This is an optimization exercise on Yosys and OpenROAD, whose aim is small area, not a production implementation.
Function was checked by simulation only, so behaviour that the tests miss may differ from the original.
Power and IR drop assume default switching activity.

## top
module top (
	input        MAX10_CLK1_50,
	input        SW0,	 
	input  [1:0] KEY,
	output [7:0] HEX0,
	output [7:0] HEX1,
	output [7:0] HEX2,
	output [7:0] HEX3,
	output [9:0] LEDR
);
wire rst_n = ~SW0;
wire PB0_read, PB1_read, PB0_flag, PB1_flag, finish_flag, led;
countdown_timer timer (
	.clk(MAX10_CLK1_50), .rst_n, .PB0_flag, .PB1_flag, .PB0_read, .PB1_read,
	.seg_sec0(HEX0[6:0]), .seg_sec1(HEX1[6:0]), .seg_min0(HEX2[6:0]),
	.seg_min1(HEX3[6:0]), .finish_flag
);
PB_state read_PBs (
	.clk(MAX10_CLK1_50), .rst_n, .PB0(KEY[0]), .PB1(KEY[1]),
	.PB0_read, .PB1_read, .PB0_flag, .PB1_flag
);
LED_blinker blinker (
	.clk(MAX10_CLK1_50), .rst_n, .enable(finish_flag), .led
);
assign HEX0[7] = 1'b1;
assign HEX1[7] = 1'b1;
assign HEX2[7] = 1'b0;
assign HEX3[7] = 1'b1;
assign LEDR = {10{led}};
endmodule
For scale: roughly 220 cells after synthesis.
==> flow/config.mk <==
export PLATFORM = sky130hd
export DESIGN_NAME = top
export DESIGN_NICKNAME = top
export VERILOG_FILES = /design/flow/design.v
export SDC_FILE = /design/flow/constraint.sdc
export NUM_CORES = 4
export LEC_CHECK = 0
export CAP_MARGIN = 20
export CORE_MARGIN = 2
export CORE_UTILIZATION = 40
export SLEW_MARGIN = 20
==> flow/constraint.sdc <==
create_clock -name core_clock -period 10.0 [get_ports {MAX10_CLK1_50}]
set_input_delay 2.0000 -clock core_clock [delete_from_list [all_inputs] [get_ports {MAX10_CLK1_50}]]
set_output_delay 2.0000 -clock core_clock [all_outputs]
set_load 0.01 [all_outputs]
standard.sh (not shown) runs the stock make flow with config.mk's settings and CLKGATE_MAP_FILE= SYNTH_SCRIPT=/design/flow/synth_recipe.tcl, a recipe that flattens the netlist after the stock synthesis.
==> flow/flow/run.sh <==
#!/bin/bash
# Layout flow: the standard flow (standard.sh), with two changes:
#  1. after the standard synthesis, its combinational logic is mapped again
#     by remap.ys (Yosys + abc.script, an area-oriented ABC script); every
#     register cell of the standard synthesis is kept unchanged
#  2. port buffers use the smallest buffer cell
# Logs: synth_make.log and flow_make.log (make), remap.log (Yosys),
# orfs/logs/ (each ORFS step).
set -euo pipefail
here=$(pwd)
res=$here/orfs/results/sky130hd/top/base
lib=$FLOW_HOME/platforms/sky130hd/lib/sky130_fd_sc_hd__tt_025C_1v80.lib
yosys_bin=$(command -v yosys || echo "$FLOW_HOME/../tools/install/yosys/bin/yosys")

bash standard.sh synth > "$here/synth_make.log" 2>&1
cp "$res/1_2_yosys.v" "$here/std_1_2_yosys.v"

sed -e "s#@LIB@#$lib#g" -e "s#@IN@#$here/std_1_2_yosys.v#" \
    -e "s#@OUT@#$here/remap_1_2_yosys.v#" -e "s#@ABC@#$here/flow/abc.script#" \
    flow/remap.ys > "$here/remap_run.ys"
if "$yosys_bin" -l "$here/remap.log" -q "$here/remap_run.ys" > /dev/null 2>&1; then
  regs() { grep -oE 'sky130_fd_sc_hd__(df|edf|sdf)[a-z0-9_]* [^ ]+' "$1" | sort; }
  if [[ "$(regs "$here/std_1_2_yosys.v")" == "$(regs "$here/remap_1_2_yosys.v")" ]]; then
    cp "$here/remap_1_2_yosys.v" "$res/1_2_yosys.v"
    rm -f "$res/1_synth.odb" "$res/1_synth.sdc"
    echo "remapped netlist in use" >> "$here/remap.log"
  else
    echo "registers differ: standard netlist kept" >> "$here/remap.log"
  fi
fi

bash standard.sh BUFFER_PORTS_ARGS="-buffer_cell sky130_fd_sc_hd__buf_1" finish \
  > "$here/flow_make.log" 2>&1
Other scripts of this flow, unchanged in this note and not shown: flow/flow/abc.script, flow/flow/remap.ys
Edit:
--- a/flow/flow/run.sh
+++ b/flow/flow/run.sh
@@ -32 +32,2 @@
-bash standard.sh BUFFER_PORTS_ARGS="-buffer_cell sky130_fd_sc_hd__buf_1" finish \
+bash standard.sh BUFFER_PORTS_ARGS="-buffer_cell sky130_fd_sc_hd__buf_1" \
+  CTS_ARGS="-sink_clustering_enable -repair_clock_nets -dont_use_dummy_load -buf_list {sky130_fd_sc_hd__clkbuf_4 sky130_fd_sc_hd__clkbuf_8}" finish \
Via count rose slightly.
Non-clock buffer count does not change.
Utilization decreases by 0.78 points.
Edit:
--- a/flow/flow/run.sh
+++ b/flow/flow/run.sh
@@ -33 +33 @@
-  CTS_ARGS="-sink_clustering_enable -repair_clock_nets -dont_use_dummy_load -buf_list {sky130_fd_sc_hd__clkbuf_4 sky130_fd_sc_hd__clkbuf_8}" finish \
+  CTS_ARGS="-sink_clustering_enable -repair_clock_nets -dont_use_dummy_load -buf_list sky130_fd_sc_hd__clkbuf_8" finish \
Outcome: Worst setup slack is unchanged. Fmax stays the same. Worst hold slack stays the same. Core utilization does not change.
Edit:
--- a/flow/flow/run.sh
+++ b/flow/flow/run.sh
@@ -33 +33 @@
-  CTS_ARGS="-sink_clustering_enable -repair_clock_nets -dont_use_dummy_load -buf_list sky130_fd_sc_hd__clkbuf_8" finish \
+  CTS_ARGS="-sink_clustering_enable -repair_clock_nets -dont_use_dummy_load" finish \
=> The new run completed without violations; cell area stays the same; cell count stays the same; flip-flop and latch count does not change; routed wire length stays the same; critical path depth is unchanged.

---

Another version of the RTL of top (not shown whole).
For scale: about 350 cells after synthesis, about 52 flip-flops, ~2900 sq um of cells after synthesis.
## top
module top (
	input        MAX10_CLK1_50,
	input        SW0,	 
	input  [1:0] KEY,
	output [7:0] HEX0,
	output [7:0] HEX1,
	output [7:0] HEX2,
	output [7:0] HEX3,
	output [9:0] LEDR
);
wire rst_n = ~SW0;
wire PB0_read, PB1_read, PB0_flag, PB1_flag, finish_flag, led;
wire [3:0] sec0, min0, min1;
wire [2:0] sec1;
countdown_timer timer (
	.clk(MAX10_CLK1_50), .rst_n, .PB0_flag, .PB1_flag, .PB0_read, .PB1_read,
	.sec0, .sec1, .min0, .min1, .finish_flag
);
PB_state read_PBs (
	.clk(MAX10_CLK1_50), .rst_n, .PB0(KEY[0]), .PB1(KEY[1]),
	.PB0_read, .PB1_read, .PB0_flag, .PB1_flag
);
LED_blinker blinker (
	.clk(MAX10_CLK1_50), .rst_n, .enable(finish_flag), .led
);
sev_seg_decoder sec_0 (.bcd(sec0),         .seg(HEX0[6:0]));
sev_seg_decoder sec_1 (.bcd({1'b0, sec1}), .seg(HEX1[6:0]));
sev_seg_decoder min_0 (.bcd(min0),         .seg(HEX2[6:0]));
sev_seg_decoder min_1 (.bcd(min1),         .seg(HEX3[6:0]));
assign HEX0[7] = 1'b1;
assign HEX1[7] = 1'b1;
assign HEX2[7] = 1'b0;
assign HEX3[7] = 1'b1;
assign LEDR = {10{led}};
endmodule
export LEC_CHECK = 0
export ABC_AREA = 1
export CAP_MARGIN = 20
export CORE_MARGIN = 2
export CORE_UTILIZATION = 40
export SLEW_MARGIN = 20
create_clock -name core_clock -period 10.0 [get_ports {MAX10_CLK1_50}]
run.sh (not shown) runs the stock make flow with config.mk's settings and CLKGATE_MAP_FILE= SYNTH_SCRIPT=/design/flow/synth_recipe.tcl, a recipe that flattens the netlist after the stock synthesis.
Stock flow here: none of the scripts above is used.
Rerun with:
- ABC_AREA: 1 -> not set
After rerunning: Via count falls by about 1%. Clock power falls by about 5%. Area after synthesis came out higher by about 1.9%. Total power went down by 5.0%. Combinational power came out lower by 8.9%. Clock-buffer cell count goes up by 1. Setup slack gets worse by 130 ps. Cell count fell by about 9%. Utilization decreases by 1.5 points.

==> static timing again, ports no longer ideal <==
The flow's constraints put no driver on any port. The routed layouts listed below were extracted and timed again, unchanged, in two steps.
Step 1 assumes that a clkbuf_16 drives the clock port and a buf_2 every other input.
Step 2 moves the port delays by t, midway between the first and last clock arrival at a register: inputs arrive t later, outputs are due t later. That takes back most of the time a late clock gives input paths.
a / b / c = ideal ports / drivers / drivers and shift; a / b = the first two.
run	t, ns	setup WS [ns]	latest minus earliest clock arrival (ns)	pins driven straight from the clock port
the first run of note 1	0.318	6.243 / 6.217 / 6.534	0.007 / 0.007	1
the second run of note 1	0.310	6.279 / 6.252 / 6.562	0.027 / 0.026	1
the third run of note 1	0.310	6.279 / 6.252 / 6.562	0.027 / 0.026	1
the fourth run of note 1	0.310	6.279 / 6.252 / 6.562	0.027 / 0.026	1
the first run of note 2	0.329	6.053 / 6.026 / 6.354	0.010 / 0.009	1
the second run of note 2	0.317	5.927 / 5.900 / 6.217	0.004 / 0.004	1
After both steps setup and hold are still met in every run listed.
